From an optimization exercise on the open Yosys and OpenROAD flow, aimed at small area, a short achievable clock period and few clock cycles per item; shortcuts taken in it are not production practice.
At most, simulation tests tie the RTL to the original design; equivalence was not proved.
The RTL of runs 7 and 8 was laid out without a check of its function.
No activity file was given, so power comes from the tool's default toggle rates.

### flow/design.v
`timescale 1ns/10ps
module mpadd32_shift (CLK, RST_N, s_out, a_in, b_in, write, start, ready);
	input CLK, RST_N;
	input [255:0] a_in, b_in;
	input write, start;
	output [256:0] s_out;
	output ready;
	localparam K  = 8;
	localparam NB = 256 / K;
	localparam L  = 5;   
	localparam LW = 2;   
	reg [255:0]  q;
	reg [NB-1:0] g;      
	reg [NB-1:0] p;      
	reg          cout;
	reg          ready;
	assign s_out = {cout, q};
	genvar j, i;
	wire [255:0]  ws;
	wire [NB-1:0] bg;
	wire [NB-1:0] bp;
	generate
		for (j = 0; j < NB; j = j + 1) begin : add
			assign {bg[j], ws[j*K +: K]} = {1'b0, a_in[j*K +: K]} + {1'b0, b_in[j*K +: K]};
			assign bp[j] = &(a_in[j*K +: K] ^ b_in[j*K +: K]);
		end
	endgenerate
	wire [NB-1:0] pg [0:L];
	wire [NB-1:0] pp [0:L];
	generate
		for (j = 0; j < L; j = j + 1) begin : lvl
			wire [NB-1:0] gi, pi;
			if (j == 0) begin : in0
				assign gi = bg;
				assign pi = bp;
			end else if (j == LW) begin : inr
				assign gi = g;
				assign pi = p;
			end else begin : inl
				assign gi = pg[j];
				assign pi = pp[j];
			end
			for (i = 0; i < NB; i = i + 1) begin : node
				if (i >= (1 << j)) begin : comb
					assign pg[j+1][i] = gi[i] | (pi[i] & gi[i - (1 << j)]);
					assign pp[j+1][i] = pi[i] & pi[i - (1 << j)];
				end else begin : pass
					assign pg[j+1][i] = gi[i];
					assign pp[j+1][i] = pi[i];
				end
			end
		end
	endgenerate
	wire [NB:0] c = {pg[L], 1'b0};
	wire [255:0] t;
	generate
		for (j = 0; j < NB; j = j + 1) begin : inc
			for (i = 0; i < K; i = i + 1) begin : bit_
				if (j == 0) begin : first
					assign t[i] = 1'b0;
				end else if (i == 0) begin : lsb
					assign t[j*K] = c[j];
				end else begin : up
					assign t[j*K+i] = c[j] & (&q[j*K +: i]);
				end
			end
		end
	endgenerate
	always @(posedge CLK) begin
		q    <= write ? ws : q ^ t;
		g    <= write ? pg[LW] : {NB{1'b0}};
		p    <= pp[LW];
		cout <= write ? 1'b0 : cout | c[NB];
		if (~RST_N)
			ready <= 1'b0;
		else
			ready <= start;
	end
endmodule
### flow/flow/run.sh
#!/bin/bash
# The standard layout, with the port buffers made from buf_1 cells
# instead of the default delay buffers.
set -euo pipefail
export BUFFER_PORTS_ARGS="-buffer_cell sky130_fd_sc_hd__buf_1"
bash standard.sh > standard.log 2>&1
### flow/standard.sh
#!/bin/bash
# synth_recipe.tcl (not shown) runs the flow's synth.tcl, then flattens the netlist and writes it again
# the make line also repeats each setting of config.mk as NAME=value (left out here)
make -C /OpenROAD-flow-scripts/flow DESIGN_CONFIG=/design/flow/config.mk WORK_HOME=/design/flow/orfs CLKGATE_MAP_FILE= SYNTH_SCRIPT=/design/flow/synth_recipe.tcl "${@:-finish}"
### flow/config.mk
export PLATFORM = sky130hd
export DESIGN_NAME = mpadd32_shift
export DESIGN_NICKNAME = mpadd32_shift
export VERILOG_FILES = /design/flow/design.v
export SDC_FILE = /design/flow/constraint.sdc
export NUM_CORES = 4
export LEC_CHECK = 0
export CAP_MARGIN = 20
export CORE_MARGIN = 2
export CORE_UTILIZATION = 40
export SETUP_SLACK_MARGIN = 2.8
export SLEW_MARGIN = 20
### flow/constraint.sdc
create_clock -name core_clock -period 5.0 [get_ports {CLK}]
set_input_delay 1.0000 -clock core_clock [delete_from_list [all_inputs] [get_ports {CLK}]]
set_output_delay 1.0000 -clock core_clock [all_outputs]
set_load 0.01 [all_outputs]
==> impl_metrics.csv, run 1 <==
group,metric,value,unit
clocking,clock_latency,0.56,ns
sta,finalSetupViolCount,0,
die,die_w,248,um
sta,holdWs,0.490,ns
die,fp.dieH,248,um
sta,finClkSkew,0.0214,ns
critical_path,r2r_setup_slack,2.88,ns
drt,routedWlPerCell,20.9,um
logic_synthesis,synth_seq_cells,318,
clocking,htreeDepth,2,
clocking,cts_tree,"yes",
drt,routed_wl,93.3,mm
logic_synthesis,ys.warnings.count,1,
cells_and_area,area_growth,36.1,%
cells_and_area,fin_nets,4483,
clocking,root_buffer,"clkbuf_16",
die,die_area,61400,sq um
die,num_io_pins,774,
critical_path,crit_start,"a_in[8]",
global_route,antenna_found_initial,16,
sta,hold_viol,0,
drt,vias,24400,
sta,setup_tns,0,ns
placed_design,dp_cells,4309,
sta,slew_headroom,43.5,%
logic_synthesis,synth_top_family_by_area,"compound AO/OA/AOI/OAI gates",
hold_path,min_path_type,"flip-flop to flip-flop",
critical_path,endpoint_kind,"flip-flop",
run,maxCapViolCount,0,
logic_synthesis,avgSynthCellArea,8.48,sq um
critical_path,rr_endpoint,"q[165]",
logic_synthesis,muxShareOfSynthArea,2.48,%
drt,ant_nets,0,
clocking,clk_pin_slew,0.06,ns
sta,period_minus_slack,2.37,ns
placed_design,dp_hpwl,77.1,mm
critical_path,rr_startpoint,"g[3]",
drt,drt_iter0_drc,1329,
critical_path,cp.required,5.44,ns
critical_path,cp-start-kind,"input pin",
logic_synthesis,ys.flop_type,"dfxtp_1",
cells_and_area,nFillCells,5683,
global_route,grt_pass1_wl,136,mm
sta,fmax,0.421,GHz
logic_synthesis,syn-cell-area,23800,sq um
logic_synthesis,async_reset_ff_share,0,%
cells_and_area,multiInputGateArea,19100,sq um
sta,worst_slew_pin_slew,0.841,ns
die,coreArea,58900,sq um
clocking,clockBufferDepth,3,
logic_synthesis,yosys.area_share.adder,17.8,%
logic_synthesis,ys_seq_area_share,27.1,%
global_route,grt_overflow,0,
critical_path,worst-setup-path-type,"input pin to flip-flop",
clocking,cts_sinks,318,
placed_design,port_buffers,773,
sta,rsz0062_at_grt,"true",
cells_and_area,layout.cells.non_filler,4465,
drt,firstDrtPassIters,6,
critical_path,crit_fanout,3,
logic_synthesis,synth-edff-count,8,
global_route,grt_pass1_vias,23200,
drt,viasPerCell,5.47,
outcome,status,"no timing/DRC/antenna violations",
logic_synthesis,yosys.area_share.simple,16.5,%
pwr,p_leak,12.8,nW
placed_design,place.gp.congestion,0.959,
clocking,cts_inserted_buffers,40,
global_route,grt_max_degree,99,
sta,drv_slew,0,
die,start_util,40.4,%
sta,fin_crit_sh,47.5,%
pwr,power_density,314,nW/um^2
critical_path,cp.arrival,2.82,ns
pwr,vdd_drop_max,0.224,mV
critical_path,rr_worst_depth,7,
die,row_count,89,
logic_synthesis,synthXorXnorAreaFrac,12.0,%
drt,drc,0,
critical_path,crit_end,"g[3]",
logic_synthesis,synth.net_count,3640,
logic_synthesis,synthCells,2805,
global_route,grt_usage,28.8,%
cells_and_area,drive_gt1_share,20.8,%
cells_and_area,seqCellArea,6490,sq um
logic_synthesis,synthDistinctLibCells,76,
logic_synthesis,synth_compound_area_share,21.9,%
## flip-flops by register name, indices dropped and copies added (netlist names)
name	count
q	256
g	32
p	28
cout	1
ready	1
## worst min path at each step
stage | from | to | slack, ns | cells past startpoint
3_5_place_dp | p[31] | cout | 0.46 | 2
6_report | g[31] | cout | 0.49 | 2
5_1_grt | g[31] | cout | 0.53 | 2
3_3_place_gp | p[31] | cout | 0.46 | 2
4_1_cts | g[31] | cout | 0.49 | 2
2_1_floorplan | g[31] | cout | 0.42 | 2
## kinds of logic (layout without fill, tap and decap cells)
kind of cell | Yosys count | in the layout
xor gates and xnor gates | 325 | 325
muxes | 55 | 55
adders and majority gates | 319 | 319
DFF | 318 | 318
other | 0 | 15
and+or+nand+nor | 812 | 812
buffers and inverters | 136 | 1008
AOI/OAI and AO/OA | 840 | 840
## final cells by class
type | count | area share [%]
multi-input cells | 2351 | 59.0
flip-flops and latches | 318 | 20.0
diodes | 15 | 0.116
inverters | 79 | 0.923
clock buffers | 58 | 3.80
well taps | 773 | 2.99
repair buffers | 858 | 12.6
clock inverters | 13 | 0.518
## routing by layer
metal  GRT usage (%)  vias up  wire [um]
met5               0        -         17
met4            12.2        2       3690
met3            6.69      189       6950
met2            48.5      842      44500
met1            35.2    11500      38100
li1                -    11900          -
## worst max-delay path: stages
cell      delay, ns
buf_6          0.10
ha_4           0.16
fa_2           0.37
a211oi_2       0.31
nor2_2         0.11
o31ai_4        0.25
a21oi_2        0.09
nand3b_1       0.21
a31o_2         0.22
## where the power goes
group          switching, W  internal [W]  total (W)
Combinational       0.00198       0.00158    0.00356
Sequential         0.000493       0.00301    0.00351
Clock               0.00120       0.00191    0.00311
## repair_timing
action                     in CTS  in global routing
gates resized for setup       227                181
hold endpoints to repair        0                  0
hold buffers                    0                  0
setup endpoints to repair     178                110
pin swaps                     118                 98
buffers inserted               43                 27
## cells in the mapped netlist, types with 76 or more instances
cell | number | area share (%)
nand3_1 | 76 | 1.6
nand2_1 | 233 | 3.7
nor2_1 | 221 | 3.5
inv_1 | 78 | 1.2
ha_1 | 287 | 15
dfxtp_1 | 310 | 26
xor2_1 | 176 | 6.5
o21ai_0 | 270 | 5.7
a21oi_1 | 196 | 4.1
xnor2_1 | 149 | 5.5
a21o_1 | 109 | 3.4
nand4_1 | 80 | 2.1
## layout by cell type, fill, tap and decap left out, types with 19 or more instances in the layout
master     instances
a211oi_2          30
a21o_1           108
a21oi_1          127
a21oi_2           67
and3_1            25
buf_1            623
buf_2             71
buf_4             83
buf_6             43
clkbuf_16         41
clkbuf_2          27
dfxtp_1          275
dfxtp_2           35
fa_2              32
ha_1             182
ha_4             102
inv_1             75
mux2_2            32
mux2i_1           23
nand2_1          231
nand3_1           75
nand4_1           80
nor2_1           202
nor2_2            19
nor3_1            50
o21a_1            20
o21ai_0          251
o21ai_1           25
o21bai_1          35
o22ai_1           63
o31ai_2           20
or2_2             21
or3_1             26
xnor2_1          149
xor2_1           176
## metrics by stage
stage                     power, W  worst slack, ns  util (%)  area [sq um]
after floorplan            0.00547             2.31         -         25500
after global routing        0.0107             2.58      55.0         32400
after detailed placement   0.00680             1.89      49.6         29200
final                       0.0102             2.63      55.0         32400
after CTS                   0.0101             2.64      53.7         31600
after global placement     0.00680             1.91      49.6         29200
Testbench counts, summed over its fixed seeds: cycles 1,032, items 512.
==> run 2: changes to the inputs <==
--- a/flow/config.mk
+++ b/flow/config.mk
@@ -10,3 +10,4 @@
 export CORE_UTILIZATION = 40
-export SETUP_SLACK_MARGIN = 2.8
+export CTS_BUF_LIST = sky130_fd_sc_hd__clkbuf_4 sky130_fd_sc_hd__clkbuf_8
+export SETUP_SLACK_MARGIN = 2.5
 export SLEW_MARGIN = 20
==> impl_metrics.csv, run 2 <==
group,metric,value,unit
hold_path,hold_depth,2,
placed_design,dp_hpwl,74.6,mm
critical_path,crit_fanout,7,
logic_synthesis,synth_commonest_cells,"dfxtp_1 (310), ha_1 (287), o21ai_0 (270)",
critical_path,cp.arrival,3.00,ns
drt,drt_iter0_drc,1249,
pwr,vdd_drop_max,0.250,mV
drt,routed_wl,89.1,mm
drt,ant_nets,0,
sta,fmax,0.406,GHz
critical_path,r2r_setup_slack,2.54,ns
sta,hold_viol,0,
clocking,cts_inserted_buffers,61,
pwr,power_switching,0.00353,W
run,maxCapViolCount,0,
critical_path,rr_startpoint,"g[3]",
logic_synthesis,yosys.area.top_type,"dfxtp_1",
logic_synthesis,synth_seq_cells,318,
logic_synthesis,ys_seq_area_share,27.1,%
clocking,cts_tree,"yes",
placed_design,port_buffers,773,
critical_path,rr_endpoint,"q[192]",
logic_synthesis,synth.net_count,3640,
pwr,p_sw_share,36.5,%
pwr,p_leak,12.0,nW
die,die_w,248,um
die,row_count,89,
drt,routedWlPerCell,20.1,um
die,start_util,40.4,%
cells_and_area,drive_gt1_share,9.23,%
logic_synthesis,synth_top_cell_area_share,26.1,%
cells_and_area,largest_reg_flops,256,
placed_design,place.gp.congestion,0.986,
global_route,grt_pass1_vias,22800,
clocking,htreeDepth,2,
pwr,p_int,0.00615,W
critical_path,rr_worst_depth,6,
logic_synthesis,syn-cell-area,23800,sq um
outcome,status,"no timing/DRC/antenna violations",
cells_and_area,nFillCells,5885,
global_route,grt_usage,27.6,%
sta,rsz0062_at_grt,"true",
logic_synthesis,async_reset_ff_share,0,%
cells_and_area,final_util,50.3,%
clocking,clockBufferDepth,3,
logic_synthesis,synth-edff-count,8,
hold_path,min_path_type,"flip-flop to flip-flop",
hold_path,worstHoldEndpoint,"cout",
global_route,antenna_found_initial,3,
sta,period_minus_slack,2.46,ns
sta,finalSetupViolCount,0,
cells_and_area,final_cell_mix,"buf_1 (770), dfxtp_1 (310), ha_1 (263)",
cells_and_area,top_register,"q",
sta,fin_crit_sh,49.2,%
critical_path,worst-setup-path-type,"flip-flop to flip-flop",
critical_path,cp.required,5.54,ns
logic_synthesis,synth.most_common_cell,"dfxtp_1",
drt,drc,0,
cells_and_area,area_growth,24.6,%
cells_and_area,fin_nets,4434,
logic_synthesis,synthCells,2805,
logic_synthesis,synthDistinctLibCells,76,
sta,worst_slew_pin_slew,0.885,ns
sta,setup_tns,0,ns
critical_path,cp-start-kind,"flip-flop",
clocking,cts_sinks,318,
sta,finClkSkew,0.0296,ns
die,fp.dieH,248,um
cells_and_area,reg_top3,"q (256), g (32), p (28)",
sta,slew_headroom,40.5,%
hold_path,hp-start,"g[31]",
global_route,grt_pass1_wl,131,mm
pwr,pwr-share-clk,31.7,%
global_route,grt_max_degree,91,
global_route,grt_overflow,0,
pwr,power_density,327,nW/um^2
drt,firstDrtPassIters,5,
clocking,hold_buffers,0,
logic_synthesis,ys.warnings.count,1,
clocking,clk_pin_slew,0.06,ns
drt,viasPerCell,5.39,
critical_path,endpoint_kind,"flip-flop",
logic_synthesis,ys.flop_type,"dfxtp_1",
logic_synthesis,synth_area_leaders,"dfxtp_1 (26%), ha_1 (15%), xor2_1 (6.5%)",
sta,drv_slew,0,
clocking,root_buffer,"clkbuf_8",
cells_and_area,final_common_cell,"buf_1",
logic_synthesis,avgSynthCellArea,8.48,sq um
pwr,comb_power_share,32.3,%
clocking,clock_latency,0.67,ns
drt,vias,23900,
die,die_area,61400,sq um
die,num_io_pins,774,
pwr,power_frac_seq,36.0,%
die,coreArea,58900,sq um
run 2: layout make-up:
| cell class | count | area, sq um | area share (%) |
|---|---|---|---|
| Clock inverter | 20 | 230 | 0.777 |
| Timing Repair Buffer | 788 | 3060 | 10.3 |
| Sequential cell | 318 | 6450 | 21.8 |
| Antenna cell | 4 | 10.0 | 0.0338 |
| Clock buffer | 96 | 1240 | 4.18 |
| Tap cell | 773 | 967 | 3.26 |
| Inverter | 79 | 299 | 1.01 |
| Multi-Input combinational cell | 2351 | 17400 | 58.7 |
run 2: per-stage QoR:
step / area [sq um] / setup slack (ns) / power, W / hold slack [ns] / cells
2_1_floorplan: 24300 / 2.30 / 0.00538 / 0.417 / 2805
3_3_place_gp: 28100 / 1.84 / 0.00662 / 0.433 / 4307
3_5_place_dp: 28100 / 1.85 / 0.00662 / 0.448 / 4307
4_1_cts: 29600 / 2.52 / 0.00974 / 0.459 / 4425
5_1_grt: 29600 / 2.49 / 0.0103 / 0.469 / 4427
6_report: 29600 / 2.54 / 0.00968 / 0.451 / 4429
run 2: worst max path at each step:
stage                   start         end
detailed placement  a_in[200]       g[26]
global route             g[3]      q[192]
global placement    a_in[200]       g[26]
CTS                    q[206]  s_out[206]
finish                   g[3]      q[192]
floorplan           a_in[168]       g[22]
run 2: logic make-up after synthesis:
logic type / after synthesis / synth area share (%)
adders and majority gates: 319 / 17.8
muxes: 55 / 2.48
xor gates and xnor gates: 325 / 12.0
AOI/OAI and AO/OA: 840 / 21.9
DFF: 318 / 27.1
buffers and inverters: 136 / 2.20
and+or+nand+nor: 812 / 16.5
run 2: power groups by stage:
| stage | Combinational, W | Clock, W | Sequential (W) |
|---|---|---|---|
| 2_1_floorplan | 0.00176 | 0 | 0.00362 |
| 3_3_place_gp | 0.00310 | 0 | 0.00352 |
| 3_5_place_dp | 0.00309 | 0 | 0.00353 |
| 4_1_cts | 0.00313 | 0.00314 | 0.00347 |
| 5_1_grt | 0.00346 | 0.00325 | 0.00354 |
| 6_report | 0.00313 | 0.00307 | 0.00348 |
run 2: what timing repair did:
action	in CTS	in global routing
gates resized for setup	2	7
pin swaps	1	0
gates cloned	0	0
setup buffers	2	0
setup endpoints to repair	3	12
endpoints found under the hold margin	0	0
run 2: metal layers:
layer  GRT usage [%]  vias to the layer above  wire (um)
met5               0                        -          0
met3            5.85                      153       6430
met2            48.3                      755      43100
met4            9.56                        0       2840
met1            33.4                    11100      36700
li1                -                    11800          -
run 2: worst max-delay path: stages, from the launching register on:
cell and delay [ns]:
dfxtp_1 0.39, a21o_2 0.31, nand4_2 0.41, a21boi_1 0.56, or2_2 0.21, ha_1 0.21, mux2_2 0.25
==> run 3: changes to the inputs <==
--- a/flow/config.mk
+++ b/flow/config.mk
@@ -10,3 +10,4 @@
 export CORE_UTILIZATION = 40
-export CTS_BUF_LIST = sky130_fd_sc_hd__clkbuf_4 sky130_fd_sc_hd__clkbuf_8
+export CTS_CLUSTER_DIAMETER = 100
+export CTS_CLUSTER_SIZE = 20
 export SETUP_SLACK_MARGIN = 2.5
==> impl_metrics.csv, run 3 <==
group,metric,value,unit
outcome,status,"no timing/DRC/antenna violations",
die,start_util,40.4,%
global_route,grt_overflow,0,
drt,firstDrtPassIters,5,
critical_path,worst-setup-path-type,"input pin to flip-flop",
logic_synthesis,synth.most_common_cell,"dfxtp_1",
logic_synthesis,synth_compound_area_share,21.9,%
cells_and_area,fin_nets,4396,
critical_path,crit_start,"a_in[120]",
run,maxCapViolCount,0,
clocking,cts_tree,"yes",
pwr,p_leak,11.5,nW
logic_synthesis,synth_seq_cells,318,
die,die_area,61400,sq um
critical_path,crit_family,"compound AO/OA/AOI/OAI gates",
clocking,clk_pin_slew,0.09,ns
logic_synthesis,async_reset_ff_share,0,%
logic_synthesis,synthDistinctLibCells,76,
global_route,grt_usage,27.2,%
logic_synthesis,synthXorXnorAreaFrac,12.0,%
logic_synthesis,synth_area_leaders,"dfxtp_1 (26%), ha_1 (15%), xor2_1 (6.5%)",
logic_synthesis,synth_top_cell_area_share,26.1,%
clocking,root_buffer,"clkbuf_16",
critical_path,cp.arrival,2.90,ns
global_route,antenna_found_initial,5,
sta,period_minus_slack,2.45,ns
sta,slew_headroom,34.8,%
clocking,cts_sinks,318,
die,coreArea,58900,sq um
drt,viasPerCell,5.43,
critical_path,cp_num_buf_inv,1,
placed_design,dp_worst_setup_slack,1.85,ns
pwr,comb_power_share,36.9,%
sta,hold_viol,0,
logic_synthesis,avgSynthCellArea,8.48,sq um
die,die_w,248,um
die,fp.dieH,248,um
drt,routedWlPerCell,20.2,um
logic_synthesis,ys.flop_type,"dfxtp_1",
placed_design,dp_cells,4307,
logic_synthesis,synth_top_family_by_area,"compound AO/OA/AOI/OAI gates",
die,num_io_pins,774,
cells_and_area,final_cell_mix,"buf_1 (772), dfxtp_1 (310), ha_1 (263)",
logic_synthesis,synth.net_count,3640,
cells_and_area,final_util,49.2,%
sta,drv_slew,0,
critical_path,endpoint_kind,"flip-flop",
cells_and_area,largest_reg_flops,256,
sta,finClkSkew,0.0249,ns
drt,vias,23600,
logic_synthesis,synthCells,2805,
critical_path,cp_slowest_cell,"fa_2",
clocking,htreeDepth,1,
global_route,grt_max_degree,91,
cells_and_area,final_common_cell,"buf_1",
critical_path,path_cells,"buf_1 > ha_4 > fa_2 > a211oi_2 > nor2_1 > o31ai_2 > a21oi_1 > a21o_1 > a31o_2",
critical_path,crit_fanout,3,
cells_and_area,top_register,"q",
placed_design,dp_hpwl,74.6,mm
sta,worst_slew_pin_slew,0.970,ns
logic_synthesis,yosys.area_share.simple,16.5,%
critical_path,rr_startpoint,"g[3]",
die,row_count,89,
drt,drc,0,
logic_synthesis,syn-cell-area,23800,sq um
cells_and_area,drive_gt1_share,7.84,%
placed_design,place.gp.congestion,0.986,
logic_synthesis,yosys.area.top_type,"dfxtp_1",
logic_synthesis,synth-edff-count,8,
pwr,p_sw_share,39.1,%
clocking,hold_buffers,0,
cells_and_area,layout.cells.non_filler,4349,
clocking,clockBufferDepth,3,
pwr,power_density,294,nW/um^2
drt,routed_wl,88.0,mm
sta,rsz0062_at_grt,"true",
pwr,vdd_drop_max,0.233,mV
logic_synthesis,ys_seq_area_share,27.1,%
clocking,cts_inserted_buffers,22,
logic_synthesis,ys.warnings.count,1,
critical_path,cp-start-kind,"input pin",
sta,fin_ws,2.55,ns
sta,fin_crit_sh,48.9,%
logic_synthesis,yosys.area_share.adder,17.8,%
cells_and_area,area_growth,21.8,%
cells_and_area,reg_top3,"q (256), g (32), p (28)",
drt,ant_nets,0,
global_route,grt_pass1_wl,129,mm
hold_path,hp-start,"g[31]",
pwr,pwr-share-clk,22.3,%
pwr,power_frac_seq,40.8,%
logic_synthesis,muxShareOfSynthArea,2.48,%
hold_path,min_path_type,"flip-flop to flip-flop",
drt,drt_iter0_drc,1239,
clocking,clock_latency,0.56,ns
pwr,power,0.00852,W
sta,finalSetupViolCount,0,
sta,setup_tns,0,ns
logic_synthesis,synth_commonest_cells,"dfxtp_1 (310), ha_1 (287), o21ai_0 (270)",
pwr,p_int,0.00519,W
sta,fmax,0.409,GHz
pwr,power_switching,0.00333,W
critical_path,cp.required,5.45,ns
global_route,grt_pass1_vias,22400,
placed_design,port_buffers,773,
critical_path,worst_path_largest_cell_delay,0.39,ns
[run 3: cell counts after synthesis]
No cell type changed its count.
[run 3: worst paths after layout]
kind         slack [ns]  depth (start not counted)     end
min                0.46                          2    cout
max                2.55                          9   g[17]
min reg2reg        0.46                          2    cout
max reg2reg        2.58                          6  q[192]
[run 3: per-layer routing]
layer	wire, um	share of wire (%)	global-route usage, %	vias to the layer above
li1	-	-	-	11700
met3	5870	6.7	4.84	131
met4	2770	3.1	8.75	0
met2	42900	49	47.9	723
met1	36500	41	33.5	11000
met5	0	0	0	-
[run 3: layout make-up]
class,instances,area (sq um)
flip-flops and latches,318,6450
clock buffers,27,601
diodes,5,12.5
repair buffers,789,3060
fillers,5942,29900
clock inverters,7,73.8
well taps,773,967
multi-input cells,2351,17500
inverters,79,299
[run 3: power by group through the flow]
| stage | Sequential [W] | Clock [W] | Combinational [W] |
|---|---|---|---|
| after detailed placement | 0.00353 | 0 | 0.00309 |
| after global placement | 0.00352 | 0 | 0.00310 |
| final | 0.00348 | 0.00190 | 0.00315 |
| after CTS | 0.00347 | 0.00195 | 0.00313 |
| after floorplan | 0.00362 | 0 | 0.00176 |
| after global routing | 0.00354 | 0.00204 | 0.00348 |
[run 3: logic make-up after synthesis]
kind of cell | count (synthesis)
AO/OA/AOI/OAI | 840
AND/OR/NAND/NOR | 812
XOR/XNOR | 325
adder cells (fa/ha/maj) | 319
flip-flops | 318
buffers and inverters | 136
multiplexers | 55
[run 3: through the flow]
stage                     instance area [sq um]  hold slack [ns]
after floorplan                           24300            0.417
after global placement                    28100            0.433
after detailed placement                  28100            0.448
after CTS                                 28800            0.468
after global routing                      29000            0.478
final                                     29000            0.460
[run 3: worst reg2reg max path, delay by kind of cell (launching register included)]
family	cells	cell delay [ns]
fa+ha+maj	1	0.21
simple gates	2	0.60
mux	1	0.25
compound gates	2	0.85
flops	1	0.40
[run 3: timing repair]
item	in CTS	in global routing
endpoints found under the hold margin	0	0
pin swaps	1	7
setup buffers	2	1
setup endpoints to repair	10	31
gates resized for setup	4	32
==> run 4: changes to the inputs <==
--- a/flow/config.mk
+++ b/flow/config.mk
@@ -10,3 +10,3 @@
 export CORE_UTILIZATION = 40
-export CTS_CLUSTER_DIAMETER = 100
+export CTS_CLUSTER_DIAMETER = 150
 export CTS_CLUSTER_SIZE = 20
==> impl_metrics.csv, run 4 <==
group,metric,value,unit
die,fp.dieH,248,um
logic_synthesis,synth.net_count,3640,
clocking,cts_sinks,318,
critical_path,cp.required,5.43,ns
sta,fin_crit_sh,49.4,%
logic_synthesis,synthDistinctLibCells,76,
global_route,grt_pass1_vias,22400,
die,coreArea,58900,sq um
sta,finClkSkew,0.0160,ns
logic_synthesis,ys.warnings.count,1,
clocking,root_buffer,"clkbuf_16",
logic_synthesis,synth.most_common_cell,"dfxtp_1",
sta,worst_slew_pin_slew,0.968,ns
critical_path,cp-start-kind,"input pin",
die,die_w,248,um
global_route,grt_overflow,0,
outcome,status,"no timing/DRC/antenna violations",
placed_design,place.gp.congestion,0.986,
sta,setup_tns,0,ns
drt,routed_wl,88.2,mm
sta,fmax,0.405,GHz
pwr,p_leak,11.4,nW
placed_design,dp_cells,4307,
clocking,clockBufferDepth,3,
logic_synthesis,syn-cell-area,23800,sq um
sta,finalSetupViolCount,0,
logic_synthesis,yosys.area.top_type,"dfxtp_1",
critical_path,rr_worst_depth,6,
hold_path,min_path_type,"flip-flop to flip-flop",
logic_synthesis,synth_area_leaders,"dfxtp_1 (26%), ha_1 (15%), xor2_1 (6.5%)",
logic_synthesis,synth_seq_cells,318,
die,start_util,40.4,%
global_route,grt_max_degree,91,
sta,period_minus_slack,2.47,ns
drt,ant_nets,0,
critical_path,rr_endpoint,"q[192]",
cells_and_area,multiInputGateArea,17500,sq um
placed_design,dp_worst_setup_slack,1.85,ns
logic_synthesis,async_reset_ff_share,0,%
logic_synthesis,ys.flop_type,"dfxtp_1",
sta,drv_slew,0,
logic_synthesis,synthCells,2805,
cells_and_area,largest_reg_flops,256,
hold_path,hp-start,"g[31]",
clocking,cts_tree,"yes",
logic_synthesis,synth_top_cell_area_share,26.1,%
drt,viasPerCell,5.43,
sta,rsz0062_at_grt,"false",
global_route,antenna_found_initial,3,
critical_path,r2r_setup_slack,2.60,ns
cells_and_area,final_common_cell,"buf_1",
cells_and_area,final_cell_mix,"buf_1 (772), dfxtp_1 (310), ha_1 (263)",
clocking,cts_inserted_buffers,19,
pwr,power_density,286,nW/um^2
cells_and_area,seqCellArea,6450,sq um
run,maxCapViolCount,0,
critical_path,worst-setup-path-type,"input pin to flip-flop",
cells_and_area,nFillCells,5942,
logic_synthesis,avgSynthCellArea,8.48,sq um
cells_and_area,top_register,"q",
global_route,grt_pass1_wl,129,mm
cells_and_area,fin_nets,4394,
drt,routedWlPerCell,20.3,um
global_route,grt_use_met1,33.4,%
cells_and_area,layout.cells.non_filler,4335,
clocking,clock_latency,0.54,ns
clocking,clk_pin_slew,0.09,ns
placed_design,port_buffers,773,
placed_design,dp_hpwl,74.6,mm
hold_path,hold_depth,2,
global_route,grt.busiest_layer,"met2",
critical_path,endpoint_kind,"flip-flop",
drt,firstDrtPassIters,5,
critical_path,cp.arrival,2.90,ns
logic_synthesis,synth-edff-count,8,
global_route,use_met3,5.06,%
drt,vias,23500,
global_route,grtUsageMet2,48.1,%
clocking,htreeDepth,1,
sta,slew_headroom,34.9,%
global_route,grt_usage,27.2,%
die,die_area,61400,sq um
critical_path,rr_startpoint,"g[3]",
cells_and_area,final_util,48.9,%
sta,hold_viol,0,
critical_path,crit_fanout,3,
sta,fin_ws,2.53,ns
hold_path,worstHoldEndpoint,"cout",
drt,drc,0,
logic_synthesis,synth_commonest_cells,"dfxtp_1 (310), ha_1 (287), o21ai_0 (270)",
die,num_io_pins,774,
cells_and_area,drive_gt1_share,7.81,%
clocking,hold_buffers,0,
logic_synthesis,ys_seq_area_share,27.1,%
cells_and_area,area_growth,21.2,%
cells_and_area,reg_top3,"q (256), g (32), p (28)",
pwr,vdd_drop_max,0.252,mV
die,row_count,89,
drt,drt_iter0_drc,1199,
==> run 4: changes by cell type in the layout (fill, tap and decap cells not counted) <==
cell	delta
o31ai_2	+2
a21oi_2	+6
inv_12	-1
diode_2	-2
buf_4	+1
clkinvlp_4	-2
clkbuf_1	-2
clkinv_8	-1
o31ai_1	-2
inv_6	-3
a21oi_1	-6
clkbuf_16	-4
==> run 4: repair_timing <==
| item | CTS | global route |
|---|---|---|
| pin swaps | 1 | 10 |
| gates resized for setup | 5 | 39 |
| buffers inserted | 2 | 2 |
| endpoints found under the setup margin | 10 | 32 |
==> run 4: worst max-delay path by stage <==
stage,cells past startpoint,start,to
2_1_floorplan,8,a_in[168],g[22]
3_3_place_gp,9,a_in[200],g[26]
3_5_place_dp,9,a_in[200],g[26]
4_1_cts,9,a_in[40],g[6]
5_1_grt,9,b_in[64],g[8]
6_report,9,b_in[40],g[6]
==> run 4: layer usage <==
metal / part of all wire, % / up-vias
met4: 3.3 / 0
li1: - / 11700
met5: 0 / -
met1: 42 / 11100
met2: 49 / 683
met3: 6.4 / 117
==> run 4: area by class of cell <==
class | instances | share of cell area, %
timing repair buffer | 790 | 10.6
tap | 773 | 3.35
clock buffer | 21 | 1.71
inverter | 79 | 1.04
sequential | 318 | 22.4
multi-input combinational | 2351 | 60.9
antenna | 3 | 0.0260
==> run 4: critical path, stage by stage <==
cell and delay [ns]:
buf_1 0.10, ha_4 0.17, fa_2 0.39, a211oi_2 0.25
nor2_1 0.10, o31ai_2 0.30, a21oi_2 0.15, a21o_1 0.22
a31o_2 0.22
==> run 4: logic make-up (layout without fill, tap and decap cells) <==
| family | count (synthesis) | in the layout | synth area share [%] |
|---|---|---|---|
| buffers and inverters | 136 | 890 | 2.20 |
| AO/OA/AOI/OAI | 840 | 840 | 21.9 |
| adder cells (fa/ha/maj) | 319 | 319 | 17.8 |
| XOR/XNOR | 325 | 325 | 12.0 |
| AND/OR/NAND/NOR | 812 | 812 | 16.5 |
| other | 0 | 3 | 0 |
| flip-flops | 318 | 318 | 27.1 |
| multiplexers | 55 | 55 | 2.48 |
==> run 4: through the flow <==
| step | power (W) | hold WS [ns] | area [sq um] |
|---|---|---|---|
| floorplan | 0.00538 | 0.417 | 24300 |
| global placement | 0.00662 | 0.433 | 28100 |
| detailed placement | 0.00662 | 0.448 | 28100 |
| CTS | 0.00829 | 0.467 | 28600 |
| global route | 0.00878 | 0.477 | 28800 |
| finish | 0.00825 | 0.457 | 28800 |
==> run 4: power breakdown <==
part	switching, W	internal [W]
clock network	0.000923	0.000701
logic	0.00183	0.00133
registers	0.000482	0.00299
total	0.00323	0.00502
==> run 5: changes to the inputs <==
--- a/flow/config.mk
+++ b/flow/config.mk
@@ -10,4 +10,4 @@
 export CORE_UTILIZATION = 40
-export CTS_CLUSTER_DIAMETER = 150
-export CTS_CLUSTER_SIZE = 20
+export CTS_CLUSTER_DIAMETER = 80
+export CTS_CLUSTER_SIZE = 25
 export SETUP_SLACK_MARGIN = 2.5
==> impl_metrics.csv, run 5 <==
group,metric,value,unit
die,row_count,89,
critical_path,crit_family,"compound AO/OA/AOI/OAI gates",
sta,period_minus_slack,2.45,ns
logic_synthesis,synth_top_cell_area_share,26.1,%
drt,firstDrtPassIters,5,
outcome,status,"no timing/DRC/antenna violations",
cells_and_area,drive_gt1_share,8.13,%
cells_and_area,top_register,"q",
sta,finalSetupViolCount,0,
logic_synthesis,avgSynthCellArea,8.48,sq um
cells_and_area,layout.cells.non_filler,4367,
logic_synthesis,synthCells,2805,
clocking,clockBufferDepth,3,
clocking,cts_tree,"yes",
logic_synthesis,async_reset_ff_share,0,%
placed_design,dp_hpwl,74.6,mm
placed_design,place.gp.congestion,0.986,
sta,slew_headroom,35.6,%
critical_path,endpoint_kind,"flip-flop",
drt,vias,23800,
logic_synthesis,ys.warnings.count,1,
critical_path,cp.arrival,2.94,ns
global_route,antenna_found_initial,4,
drt,drc,0,
drt,routedWlPerCell,20.2,um
global_route,grt_overflow,0,
logic_synthesis,ys_seq_area_share,27.1,%
global_route,grt_pass1_vias,22600,
run,maxCapViolCount,0,
clocking,hold_buffers,0,
placed_design,placed_cell_area,28100,sq um
clocking,htreeDepth,1,
logic_synthesis,synth-edff-count,8,
cells_and_area,largest_reg_flops,256,
cells_and_area,reg_top3,"q (256), g (32), p (28)",
global_route,grt_usage,27.3,%
clocking,clock_latency,0.59,ns
global_route,grt_pass1_wl,130,mm
sta,finClkSkew,0.0155,ns
sta,fmax,0.409,GHz
cells_and_area,stdcell_area,29200,sq um
critical_path,r2r_setup_slack,2.59,ns
pwr,p_leak,11.7,nW
clocking,cts_sinks,318,
hold_path,min_path_type,"flip-flop to flip-flop",
drt,drt_iter0_drc,1234,
sta,fin_crit_sh,48.9,%
clocking,root_buffer,"clkbuf_16",
logic_synthesis,synth_seq_cells,318,
clocking,clk_pin_slew,0.07,ns
critical_path,worst-setup-path-type,"input pin to flip-flop",
placed_design,dp_cells,4307,
critical_path,path_cells,"buf_1 > ha_4 > fa_2 > a211oi_2 > nor2_1 > o31ai_2 > a21oi_1 > a21o_1 > a31o_2",
cells_and_area,final_common_cell,"buf_1",
critical_path,cp-start-kind,"input pin",
die,die_w,248,um
cells_and_area,fin_nets,4402,
critical_path,cp_num_buf_inv,1,
critical_path,crit_fanout,3,
critical_path,worst_path_largest_cell_delay,0.39,ns
logic_synthesis,yosys.area.top_type,"dfxtp_1",
critical_path,cp_slowest_cell,"fa_2",
pwr,vdd_drop_max,0.262,mV
cells_and_area,final_cell_mix,"buf_1 (772), dfxtp_1 (310), ha_1 (263)",
die,start_util,40.4,%
die,num_io_pins,774,
cells_and_area,area_growth,22.9,%
logic_synthesis,syn-cell-area,23800,sq um
logic_synthesis,synthDistinctLibCells,76,
placed_design,port_buffers,773,
drt,routed_wl,88.4,mm
pwr,power_density,308,nW/um^2
sta,hold_viol,0,
logic_synthesis,synth.net_count,3640,
die,die_area,61400,sq um
logic_synthesis,ys.flop_type,"dfxtp_1",
die,fp.dieH,248,um
drt,viasPerCell,5.45,
sta,setup_tns,0,ns
cells_and_area,final_util,49.6,%
sta,drv_slew,0,
sta,rsz0062_at_grt,"true",
clocking,cts_inserted_buffers,29,
critical_path,cp.required,5.49,ns
die,coreArea,58900,sq um
global_route,grt_max_degree,91,
logic_synthesis,synth_commonest_cells,"dfxtp_1 (310), ha_1 (287), o21ai_0 (270)",
drt,ant_nets,0,
logic_synthesis,synth.most_common_cell,"dfxtp_1",
sta,worst_slew_pin_slew,0.957,ns
logic_synthesis,synth_area_leaders,"dfxtp_1 (26%), ha_1 (15%), xor2_1 (6.5%)",
[run 5: worst paths after layout]
path	start	to	cells past startpoint
max	a_in[40]	g[6]	9
max reg2reg	g[3]	q[192]	6
min reg2reg	g[31]	cout	2
min	g[31]	cout	2
[run 5: cells by family (layout without fill, tap and decap cells)]
group / count (synthesis) / in the layout / share of synthesized area, %
buffers and inverters: 136 / 921 / 2.20
AND/OR/NAND/NOR: 812 / 812 / 16.5
multiplexers: 55 / 55 / 2.48
XOR/XNOR: 325 / 325 / 12.0
flip-flops: 318 / 318 / 27.1
adder cells (fa/ha/maj): 319 / 319 / 17.8
AO/OA/AOI/OAI: 840 / 840 / 21.9
other: 0 / 4 / 0
[run 5: stage by stage]
| step | setup slack, ns | hold WS (ns) | total power [W] |
|---|---|---|---|
| floorplan | 2.30 | 0.417 | 0.00538 |
| global placement | 1.84 | 0.433 | 0.00662 |
| detailed placement | 1.85 | 0.448 | 0.00662 |
| CTS | 2.52 | 0.464 | 0.00903 |
| global route | 2.49 | 0.473 | 0.00954 |
| finish | 2.55 | 0.456 | 0.00900 |
[run 5: cell type report]
type | instances | area [sq um]
timing repair buffer | 788 | 3060
inverter | 79 | 299
fill | 5910 | 29700
tap | 773 | 967
sequential | 318 | 6450
antenna | 4 | 10.0
clock inverter | 23 | 238
clock buffer | 31 | 743
multi-input combinational | 2351 | 17500
[run 5: metal layers]
layer  up-vias  wire (um)  global-route usage [%]
li1      11700          -                       -
met1     11200      36600                    33.5
met2       753      42800                    48.1
met3       144       6060                    5.09
met4         0       2940                    8.33
met5         -          0                       0
[run 5: timing repair]
action,CTS,global route
pin swaps,1,2
endpoints found under the setup margin,4,31
resized for setup,1,26
setup buffers,2,0
[run 5: worst min-delay path, cell delays in order (launching register included)]
cell	delay, ns
dfxtp_1	0.31
a211oi_1	0.04
nor2_1	0.07
[run 5: power by group]
| group | internal [W] | switching (W) |
|---|---|---|
| logic | 0.00132 | 0.00182 |
| registers | 0.00299 | 0.000482 |
| clock network | 0.00118 | 0.00119 |
| total | 0.00550 | 0.00350 |
==> run 6: changes to the inputs <==
--- a/flow/config.mk
+++ b/flow/config.mk
@@ -10,4 +10,2 @@
 export CORE_UTILIZATION = 40
-export CTS_CLUSTER_DIAMETER = 80
-export CTS_CLUSTER_SIZE = 25
 export SETUP_SLACK_MARGIN = 2.5
==> impl_metrics.csv, run 6 <==
group,metric,value,unit
cells_and_area,drive_gt1_share,8.73,%
critical_path,cp.required,5.45,ns
clocking,htreeDepth,2,
drt,vias,23800,
cells_and_area,reg_top3,"q (256), g (32), p (28)",
logic_synthesis,synth_seq_cells,318,
sta,fin_crit_sh,48.8,%
global_route,grt_pass1_wl,130,mm
cells_and_area,top_register,"q",
hold_path,min_path_type,"flip-flop to flip-flop",
logic_synthesis,avgSynthCellArea,8.48,sq um
sta,rsz0062_at_grt,"true",
drt,ant_nets,0,
global_route,antenna_found_initial,3,
drt,routedWlPerCell,20.3,um
cells_and_area,fin_nets,4414,
clocking,cts_sinks,318,
pwr,p_leak,11.9,nW
logic_synthesis,synth_top_cell_area_share,26.1,%
logic_synthesis,ys_seq_area_share,27.1,%
drt,drc,0,
sta,drv_slew,0,
die,fp.dieH,248,um
pwr,power_density,331,nW/um^2
logic_synthesis,synth-edff-count,8,
critical_path,crit_family,"compound AO/OA/AOI/OAI gates",
drt,viasPerCell,5.43,
outcome,status,"no timing/DRC/antenna violations",
sta,hold_viol,0,
clocking,hold_buffers,0,
logic_synthesis,yosys.area.top_type,"dfxtp_1",
critical_path,worst-setup-path-type,"input pin to flip-flop",
die,row_count,89,
pwr,vdd_drop_max,0.259,mV
sta,fin_ws,2.56,ns
critical_path,cp_slowest_cell,"fa_2",
logic_synthesis,synthDistinctLibCells,76,
logic_synthesis,synth_commonest_cells,"dfxtp_1 (310), ha_1 (287), o21ai_0 (270)",
logic_synthesis,synth_area_leaders,"dfxtp_1 (26%), ha_1 (15%), xor2_1 (6.5%)",
critical_path,path_cells,"buf_1 > ha_4 > fa_2 > a211oi_2 > nor2_1 > o31ai_2 > a21oi_2 > a21o_1 > a31o_2",
logic_synthesis,synth.most_common_cell,"dfxtp_1",
placed_design,place.gp.congestion,0.986,
global_route,grt_max_degree,91,
critical_path,cp.arrival,2.89,ns
sta,setup_tns,0,ns
cells_and_area,multiInputGateArea,17500,sq um
logic_synthesis,ys.flop_type,"dfxtp_1",
logic_synthesis,synth.net_count,3640,
critical_path,crit_fanout,3,
clocking,cts_inserted_buffers,40,
drt,drt_iter0_drc,1269,
die,start_util,40.4,%
critical_path,worst_path_largest_cell_delay,0.39,ns
cells_and_area,seqCellArea,6450,sq um
logic_synthesis,syn-cell-area,23800,sq um
clocking,clockBufferDepth,3,
critical_path,endpoint_kind,"flip-flop",
logic_synthesis,async_reset_ff_share,0,%
sta,holdWs,0.452,ns
die,coreArea,58900,sq um
critical_path,cp-start-kind,"input pin",
cells_and_area,final_common_cell,"buf_1",
sta,period_minus_slack,2.44,ns
clocking,cts_tree,"yes",
logic_synthesis,ys.warnings.count,1,
die,die_w,248,um
sta,worst_slew_pin_slew,0.898,ns
sta,finalSetupViolCount,0,
critical_path,cp_num_buf_inv,1,
placed_design,dp_worst_setup_slack,1.85,ns
clocking,root_buffer,"clkbuf_16",
sta,fmax,0.410,GHz
cells_and_area,area_growth,25.1,%
cells_and_area,nFillCells,5856,
cells_and_area,largest_reg_flops,256,
sta,finClkSkew,0.0154,ns
run,maxCapViolCount,0,
die,num_io_pins,774,
global_route,grt_usage,27.6,%
drt,routed_wl,88.9,mm
die,die_area,61400,sq um
logic_synthesis,synthCells,2805,
clocking,clk_pin_slew,0.06,ns
placed_design,port_buffers,773,
drt,firstDrtPassIters,5,
cells_and_area,final_util,50.5,%
placed_design,dp_hpwl,74.6,mm
clocking,clock_latency,0.56,ns
global_route,grt_overflow,0,
cells_and_area,final_cell_mix,"buf_1 (772), dfxtp_1 (310), ha_1 (263)",
sta,slew_headroom,39.6,%
global_route,grt_pass1_vias,22700,
run 6: cell types whose count changed in the layout (fill, tap and decap cells not counted), moves of 6 or more:
cell and delta:
clkbuf_16 +13, clkbuf_8 +8, inv_6 -8, a21oi_1 -6, a21oi_2 +6, bufinv_16 +6
clkbuf_1 +6
run 6: per-stage QoR:
step | total power, W | cells | instance area [sq um]
after floorplan | 0.00538 | 2805 | 24300
after global placement | 0.00662 | 4307 | 28100
after detailed placement | 0.00662 | 4307 | 28100
after CTS | 0.00988 | 4380 | 29600
after global routing | 0.0104 | 4383 | 29700
final | 0.00985 | 4385 | 29800
run 6: routing by layer:
layer  GRT usage [%]  part of all wire [%]  vias to the layer above  wire (um)
met3            5.51                   7.0                      142       6190
li1                -                     -                    11800          -
met2            48.1                    48                      778      43000
met1            33.6                    41                    11100      36700
met5               0                     0                        -          0
met4            9.67                   3.4                        0       3010
run 6: timing repair:
item | CTS | global route
resized for setup | 3 | 35
pin swaps | 1 | 9
endpoints found under the setup margin | 9 | 31
buffers inserted | 2 | 1
hold endpoints to repair | 0 | 0
run 6: kinds of logic (layout without fill, tap and decap cells):
logic type	after synthesis	after routing	synth area share (%)
DFF	318	318	27.1
buffers and inverters	136	939	2.20
xor gates and xnor gates	325	325	12.0
AOI/OAI and AO/OA	840	840	21.9
and+or+nand+nor	812	812	16.5
adders and majority gates	319	319	17.8
other	0	4	0
muxes	55	55	2.48
run 6: worst register-to-register path: stages, from the launching register on:
cell	delay [ns]
dfxtp_1	0.39
a21o_2	0.31
nand4_2	0.40
a21boi_1	0.55
or2_2	0.21
ha_1	0.21
mux2_2	0.25
run 6: final cells by class:
| type | instances | share of cell area (%) |
|---|---|---|
| antenna | 4 | 0.0336 |
| multi-input combinational | 2351 | 58.9 |
| inverter | 79 | 1.01 |
| timing repair buffer | 789 | 10.3 |
| clock buffer | 58 | 4.04 |
| tap | 773 | 3.25 |
| sequential | 318 | 21.7 |
| clock inverter | 13 | 0.807 |
run 6: report_power, final:
part           total (W)  internal [W]  switching, W
Clock            0.00322       0.00202       0.00119
Combinational    0.00315       0.00132       0.00183
Sequential       0.00348       0.00300      0.000481
run 6: path summary, 6_finish.rpt:
kind	from	slack, ns	depth (start not counted)	to
worst max-delay path	b_in[64]	2.56	9	g[8]
worst min-delay path	g[31]	0.45	2	cout
worst max register to register	g[3]	2.56	6	q[192]
worst min register to register	g[31]	0.45	2	cout
==> run 7: changes to the inputs <==
--- a/flow/design.v
+++ b/flow/design.v
@@ -23,4 +23,35 @@
 		for (j = 0; j < NB; j = j + 1) begin : add
-			assign {bg[j], ws[j*K +: K]} = {1'b0, a_in[j*K +: K]} + {1'b0, b_in[j*K +: K]};
-			assign bp[j] = &(a_in[j*K +: K] ^ b_in[j*K +: K]);
+			wire [K-1:0] x = a_in[j*K +: K] ^ b_in[j*K +: K];
+			wire [K-1:0] y = a_in[j*K +: K] & b_in[j*K +: K];
+			wire [K-1:0] G1, P1, G2, P2, G3, P3;
+			for (i = 0; i < K; i = i + 1) begin : l1
+				if (i % 2) begin : c1
+					assign G1[i] = y[i] | x[i] & y[i-1];
+					assign P1[i] = x[i] & x[i-1];
+				end else begin : n1
+					assign G1[i] = y[i];
+					assign P1[i] = x[i];
+				end
+			end
+			for (i = 0; i < K; i = i + 1) begin : l2
+				if (i % 4 >= 2) begin : c2
+					assign G2[i] = G1[i] | P1[i] & G1[(i/4)*4+1];
+					assign P2[i] = P1[i] & P1[(i/4)*4+1];
+				end else begin : n2
+					assign G2[i] = G1[i];
+					assign P2[i] = P1[i];
+				end
+			end
+			for (i = 0; i < K; i = i + 1) begin : l3
+				if (i >= 4) begin : c3
+					assign G3[i] = G2[i] | P2[i] & G2[3];
+					assign P3[i] = P2[i] & P2[3];
+				end else begin : n3
+					assign G3[i] = G2[i];
+					assign P3[i] = P2[i];
+				end
+			end
+			assign ws[j*K +: K] = x ^ {G3[K-2:0], 1'b0};
+			assign bg[j] = G3[K-1];
+			assign bp[j] = P3[K-1];
 		end
--- a/flow/config.mk
+++ b/flow/config.mk
@@ -10,2 +10,4 @@
 export CORE_UTILIZATION = 40
+export CTS_CLUSTER_DIAMETER = 100
+export CTS_CLUSTER_SIZE = 20
 export SETUP_SLACK_MARGIN = 2.5
==> impl_metrics.csv, run 7 <==
group,metric,value,unit
drt,routedWlPerCell,19.9,um
die,num_io_pins,774,
sta,rsz0062_at_grt,"false",
placed_design,place.gp.congestion,0.943,
sta,finalSetupViolCount,0,
logic_synthesis,ys.flop_type,"dfxtp_1",
cells_and_area,reg_top3,"q (256), g (32), p (28)",
critical_path,rr_startpoint,"g[2]",
logic_synthesis,synth_top_cell_area_share,26.7,%
clocking,htreeDepth,1,
drt,vias,21400,
critical_path,worst_path_largest_cell_delay,0.38,ns
drt,top_layer_used,"met4",
drt,wl_met2,39.5,mm
logic_synthesis,synth_commonest_cells,"nand2_1 (339), dfxtp_1 (310), ha_1 (286)",
logic_synthesis,avgSynthCellArea,8.89,sq um
cells_and_area,fin_nets,4248,
critical_path,endpoint_kind,"flip-flop",
cells_and_area,nFillCells,5774,
sta,fin_crit_sh,48.7,%
drt,firstDrtPassIters,5,
critical_path,crit_fanout,3,
logic_synthesis,synth-edff-count,8,
logic_synthesis,syn-cell-area,23300,sq um
global_route,grt_overflow,0,
logic_synthesis,ys_seq_area_share,27.7,%
placed_design,port_buffers,773,
clocking,post_cts_buffers,0,
cells_and_area,drive_gt1_share,6.25,%
pwr,power_frac_seq,41.7,%
clocking,cts_inserted_buffers,22,
clocking,hold_buffers,0,
pwr,power,0.00844,W
pwr,p_leak,11.1,nW
logic_synthesis,synth.net_count,3518,
clocking,clockBufferDepth,3,
sta,worst_slew_pin_slew,0.728,ns
drt,ant_nets,0,
logic_synthesis,synth_area_leaders,"dfxtp_1 (27%), ha_1 (15%), fa_1 (8.3%)",
cells_and_area,stdcell_area,28200,sq um
sta,setup_tns,0,ns
logic_synthesis,synth.most_common_cell,"nand2_1",
logic_synthesis,synthDistinctLibCells,63,
die,die_area,60200,sq um
critical_path,worst-setup-path-type,"input pin to flip-flop",
drt,drc,0,
die,die_w,245,um
die,coreArea,57600,sq um
global_route,grt_pass1_vias,20400,
critical_path,crit_family,"compound AO/OA/AOI/OAI gates",
logic_synthesis,synthCells,2620,
clocking,root_buffer,"clkbuf_16",
logic_synthesis,ys.warnings.count,1,
hold_path,min_path_type,"flip-flop to flip-flop",
critical_path,cp_slowest_cell,"fa_2",
placed_design,placed_cell_area,27400,sq um
pwr,vdd_drop_max,0.199,mV
cells_and_area,top_register,"q",
pwr,power_switching,0.00328,W
clocking,clock_latency,0.56,ns
global_route,antenna_found_initial,2,
critical_path,cpMostUsedCell,"a21o_1",
pwr,p_sw_share,38.9,%
critical_path,crit_start,"a_in[8]",
drt,viasPerCell,5.19,
hold_path,hp-start,"g[31]",
die,fp.dieH,245,um
global_route,grt_pass1_wl,122,mm
global_route,grt_max_degree,165,
logic_synthesis,synth_seq_cells,318,
clocking,cts_sinks,318,
critical_path,cp.required,5.46,ns
drt,drt_iter0_drc,905,
clocking,cts_tree,"yes",
pwr,p_int,0.00516,W
drt,wl_met3,5.01,mm
pwr,pwr-share-clk,22.4,%
drt,routed_wl,82.2,mm
logic_synthesis,async_reset_ff_share,0,%
cells_and_area,final_cell_mix,"buf_1 (772), nand2_1 (339), dfxtp_1 (310)",
logic_synthesis,yosys.area.top_type,"dfxtp_1",
clocking,clk_pin_slew,0.09,ns
outcome,status,"no timing/DRC/antenna violations",
sta,slew_headroom,51.4,%
cells_and_area,final_common_cell,"buf_1",
sta,period_minus_slack,2.43,ns
die,row_count,88,
pwr,power_density,300,nW/um^2
sta,finClkSkew,0.0203,ns
pwr,comb_power_share,35.9,%
sta,hold_viol,0,
sta,fmax,0.411,GHz
critical_path,cp.arrival,2.89,ns
cells_and_area,area_growth,20.9,%
critical_path,cp_num_buf_inv,1,
cells_and_area,largest_reg_flops,256,
die,start_util,40.4,%
critical_path,path_cells,"buf_1 > ha_4 > fa_2 > a21o_1 > a221oi_4 > a21oi_1 > a31o_2 > a21o_1 > a21o_1",
critical_path,cp-start-kind,"input pin",
global_route,grt_usage,26.3,%
sta,drv_slew,0,
drt,wl_met1,35.1,mm
placed_design,dp_hpwl,69.6,mm
run,maxCapViolCount,0,
[run 7: changes by cell type after synthesis, moves of 28 or more]
cell,delta
fa_1,+64
nor2_1,-107
inv_1,+40
o21bai_1,-30
nand2_1,+106
a21o_1,-77
o22ai_1,-62
o211ai_1,+38
o31ai_1,-28
a21oi_1,-68
xnor2_1,+33
[run 7: final cells by class]
cell class / instances / area (sq um) / share of cell area (%)
clock buffer: 26 / 587 / 2.08
timing repair buffer: 778 / 2980 / 10.6
multi-input combinational: 2111 / 16600 / 59.1
inverter: 119 / 449 / 1.60
sequential: 318 / 6450 / 22.9
clock inverter: 8 / 83.8 / 0.298
antenna: 5 / 12.5 / 0.0444
tap: 765 / 957 / 3.40
[run 7: timing repair]
action	CTS	global route
resized for setup	8	11
pin swaps	1	0
endpoints found under the setup margin	38	15
[run 7: path summary, 6_finish.rpt]
kind	endpoint	slack, ns	cells after the start
setup / recovery	g[3]	2.57	9
hold reg to reg	cout	0.46	2
setup reg to reg	q[248]	2.65	6
hold / removal	cout	0.46	2
[run 7: per-layer routing]
layer | up-vias | track usage [%]
met5 | - | 0
met4 | 0 | 8.36
met3 | 110 | 4.14
met2 | 656 | 45.3
met1 | 10100 | 33.5
li1 | 10600 | -
[run 7: tightest hold or removal path: stages, from the launching register on]
cell      delay, ns
dfxtp_1        0.32
a211oi_1       0.04
nor2_1         0.07
[run 7: cells by family after synthesis]
kind of cell | Yosys count | share of synthesized area [%]
AOI/OAI and AO/OA | 558 | 14.3
muxes | 68 | 3.10
buffers and inverters | 191 | 3.10
DFF | 318 | 27.7
xor gates and xnor gates | 341 | 12.8
adders and majority gates | 382 | 23.6
and+or+nand+nor | 762 | 15.3
[run 7: metrics by stage]
stage | instances | utilization [%] | setup slack, ns | hold WS (ns)
after floorplan | 2620 | - | 2.26 | 0.417
after global placement | 4091 | 47.5 | 1.89 | 0.435
after detailed placement | 4091 | 47.5 | 1.84 | 0.439
after CTS | 4125 | 48.8 | 2.50 | 0.460
after global routing | 4127 | 48.9 | 2.50 | 0.488
final | 4130 | 48.9 | 2.57 | 0.456
[run 7: power by group through the flow]
stage,Combinational (W),Clock [W],Sequential [W]
2_1_floorplan,0.00164,0,0.00368
3_3_place_gp,0.00301,0,0.00355
3_5_place_dp,0.00301,0,0.00357
4_1_cts,0.00304,0.00195,0.00351
5_1_grt,0.00336,0.00204,0.00359
6_report,0.00303,0.00189,0.00352
==> run 8: changes to the inputs <==
--- a/flow/config.mk
+++ b/flow/config.mk
@@ -12,3 +12,3 @@
 export CTS_CLUSTER_SIZE = 20
-export SETUP_SLACK_MARGIN = 2.5
+export SETUP_SLACK_MARGIN = 2.6
 export SLEW_MARGIN = 20
==> impl_metrics.csv, run 8 <==
group,metric,value,unit
clocking,clockBufferDepth,3,
sta,slew_headroom,26.5,%
clocking,root_buffer,"clkbuf_16",
logic_synthesis,async_reset_ff_share,0,%
critical_path,cp_num_buf_inv,1,
die,die_area,60200,sq um
critical_path,crit_fanout,3,
logic_synthesis,yosys.area_share.adder,23.6,%
global_route,grt_pass1_wl,123,mm
sta,fmax,0.424,GHz
die,coreArea,57600,sq um
global_route,grtUsageMet2,46.3,%
global_route,use_met3,4.22,%
logic_synthesis,synthXorXnorAreaFrac,12.8,%
global_route,grt_overflow,0,
logic_synthesis,synth-edff-count,8,
sta,finalSetupViolCount,0,
global_route,grt.busiest_layer,"met2",
global_route,grt_pass1_vias,20700,
die,fp.dieH,245,um
clocking,cts_tree,"yes",
clocking,cts_inserted_buffers,23,
sta,period_minus_slack,2.36,ns
placed_design,dp_hpwl,70.0,mm
logic_synthesis,avgSynthCellArea,8.89,sq um
critical_path,crit_family,"compound AO/OA/AOI/OAI gates",
logic_synthesis,synth.most_common_cell,"nand2_1",
drt,firstDrtPassIters,5,
logic_synthesis,syn-cell-area,23300,sq um
logic_synthesis,synthCells,2620,
logic_synthesis,synth_top_cell_area_share,26.7,%
sta,rsz0062_at_grt,"true",
sta,hold_viol,0,
logic_synthesis,synth_seq_cells,318,
cells_and_area,largest_reg_flops,256,
critical_path,cp-start-kind,"input pin",
cells_and_area,top_register,"q",
drt,drt_iter0_drc,865,
global_route,grt_max_degree,193,
logic_synthesis,synth.net_count,3518,
die,num_io_pins,774,
sta,holdWs,0.460,ns
critical_path,worst_path_largest_cell_delay,0.38,ns
die,row_count,88,
die,start_util,40.4,%
drt,drc,0,
logic_synthesis,synth_top_family_by_area,"adder cells",
drt,routedWlPerCell,20.0,um
critical_path,cp.arrival,2.80,ns
logic_synthesis,yosys.area.top_type,"dfxtp_1",
drt,viasPerCell,5.19,
logic_synthesis,muxShareOfSynthArea,3.10,%
clocking,htreeDepth,1,
clocking,clock_latency,0.57,ns
logic_synthesis,synth_area_leaders,"dfxtp_1 (27%), ha_1 (15%), fa_1 (8.3%)",
critical_path,cp_slowest_cell,"fa_2",
placed_design,port_buffers,773,
sta,drv_slew,0,
cells_and_area,final_cell_mix,"buf_1 (768), nand2_1 (338), dfxtp_1 (310)",
sta,finClkSkew,0.0213,ns
drt,ant_nets,0,
logic_synthesis,synth_compound_area_share,14.3,%
sta,fin_crit_sh,47.2,%
run,maxCapViolCount,0,
logic_synthesis,synthDistinctLibCells,63,
critical_path,path_cells,"buf_1 > ha_4 > fa_2 > a21oi_2 > o2111ai_1 > a31o_2 > a221o_1 > nand2_1 > o21ai_1",
cells_and_area,fin_nets,4255,
cells_and_area,drive_gt1_share,8.19,%
cells_and_area,area_growth,23.3,%
logic_synthesis,ys.flop_type,"dfxtp_1",
die,die_w,245,um
placed_design,place.gp.congestion,0.950,
sta,worst_slew_pin_slew,1.10,ns
cells_and_area,final_common_cell,"buf_1",
critical_path,worst-setup-path-type,"input pin to flip-flop",
hold_path,min_path_type,"flip-flop to flip-flop",
pwr,power_density,303,nW/um^2
logic_synthesis,ys.warnings.count,1,
pwr,vdd_drop_max,0.223,mV
critical_path,cp.required,5.44,ns
pwr,p_leak,11.2,nW
global_route,grt_use_met1,33.4,%
clocking,cts_sinks,318,
sta,setup_tns,0,ns
drt,routed_wl,83.0,mm
clocking,clk_pin_slew,0.09,ns
logic_synthesis,ys_seq_area_share,27.7,%
drt,vias,21500,
logic_synthesis,yosys.area_share.simple,15.3,%
logic_synthesis,synth_commonest_cells,"nand2_1 (339), dfxtp_1 (310), ha_1 (286)",
cells_and_area,reg_top3,"q (256), g (32), p (28)",
critical_path,endpoint_kind,"flip-flop",
global_route,grt_usage,26.4,%
outcome,status,"no timing/DRC/antenna violations",
global_route,antenna_found_initial,6,
==> run 8: cell counts after synthesis <==
No cell type changed its count.
==> run 8: cell families (layout without fill, tap and decap cells) <==
| group | Yosys count | count (layout) |
|---|---|---|
| buffers and inverters | 191 | 941 |
| other | 0 | 4 |
| AO/OA/AOI/OAI | 558 | 558 |
| AND/OR/NAND/NOR | 762 | 762 |
| adder cells (fa/ha/maj) | 382 | 382 |
| flip-flops | 318 | 318 |
| XOR/XNOR | 341 | 341 |
| multiplexers | 68 | 68 |
==> run 8: layout make-up <==
class | count | area (sq um)
fillers | 5782 | 28900
multi-input cells | 2111 | 17100
flip-flops and latches | 318 | 6450
repair buffers | 784 | 3010
well taps | 765 | 957
clock buffers | 26 | 618
inverters | 119 | 449
clock inverters | 12 | 161
diodes | 4 | 10.0
==> run 8: report_power, final <==
part / internal [W] / total (W) / switching [W] / leakage, nW
registers: 0.00302 / 0.00352 / 0.000496 / 2.67
clock network: 0.00102 / 0.00209 / 0.00107 / 0.377
logic: 0.00131 / 0.00308 / 0.00177 / 8.14
total: 0.00535 / 0.00869 / 0.00334 / 11.2
==> run 8: worst register-to-register path: cells and delay by family, from the launching register on <==
kind / cells / cell delay, ns
AO/OA/AOI/OAI: 2 / 0.84
adder cells (fa/ha/maj): 1 / 0.27
flip-flops: 1 / 0.43
multiplexers: 1 / 0.25
AND/OR/NAND/NOR: 2 / 0.41
==> run 8: through the flow <==
stage / setup slack, ns / instance area, sq um / instances / util, % / total power [W]
after floorplan: 2.26 / 24000 / 2620 / - / 0.00535
after global placement: 1.90 / 27600 / 4091 / 48.0 / 0.00659
after detailed placement: 1.92 / 27600 / 4091 / 48.0 / 0.00661
after CTS: 2.61 / 28500 / 4129 / 49.5 / 0.00873
after global routing: 2.58 / 28700 / 4139 / 49.9 / 0.00924
final: 2.64 / 28700 / 4139 / 49.9 / 0.00869
==> run 8: timing repair <==
| action | CTS | global route |
|---|---|---|
| hold buffers | 0 | 0 |
| setup buffers | 0 | 6 |
| endpoints found under the hold margin | 0 | 0 |
| resized for setup | 16 | 35 |
| pin swaps | 0 | 12 |
| endpoints found under the setup margin | 69 | 39 |
==> run 8: per-layer routing <==
metal / part of all wire, % / vias to the layer above
li1: - / 10600
met1: 42 / 10100
met2: 49 / 605
met3: 6.2 / 100
met4: 2.9 / 4
met5: 0.028 / -
==> run 8: path summary, 6_finish.rpt <==
check / startpoint / end / slack [ns] / cells after the start
min: g[31] / cout / 0.46 / 2
max reg2reg: g[0] / q[200] / 2.69 / 6
min reg2reg: g[31] / cout / 0.46 / 2
max: a_in[40] / g[6] / 2.64 / 9

port drivers added, routing unchanged:
The results above use ideal ports. As a check the final layouts listed here were re-extracted and re-timed, cells and wires unchanged.
Step 1 sets driving cells, clkbuf_16 on the clock port and buf_2 on the other inputs (assumed; they add their load-dependent delay and slew).
Step 2 also shifts input and output timing later by t, the mid clock arrival at the registers, as if the neighbouring blocks saw the same clock.
a / b / c = no drivers / after step 1 / after step 2; a / b = the first two.
run	t (ns)	slack for setup (ns)	hold WS [ns]	cell pins on the clock port's net
run 1	0.616	2.627 / 2.654 / 2.038	0.490 / 0.490 / 0.490	1
run 2	0.718	2.539 / 2.539 / 1.882	0.451 / 0.451 / 0.451	1
run 3	0.611	2.553 / 2.580 / 1.982	0.460 / 0.460 / 0.460	1
run 4	0.596	2.530 / 2.560 / 1.964	0.457 / 0.457 / 0.457	1
run 5	0.647	2.554 / 2.541 / 1.938	0.456 / 0.456 / 0.456	1
run 6	0.617	2.562 / 2.564 / 1.984	0.452 / 0.452 / 0.452	1
run 7	0.611	2.566 / 2.602 / 1.991	0.456 / 0.456 / 0.456	1
run 8	0.615	2.639 / 2.659 / 2.064	0.460 / 0.460 / 0.460	1
After both steps setup and hold are still met in every run listed. For run 2, which loses most, drivers alone change the setup slack by 0.000 ns; drivers and shift together by -0.657 ns.
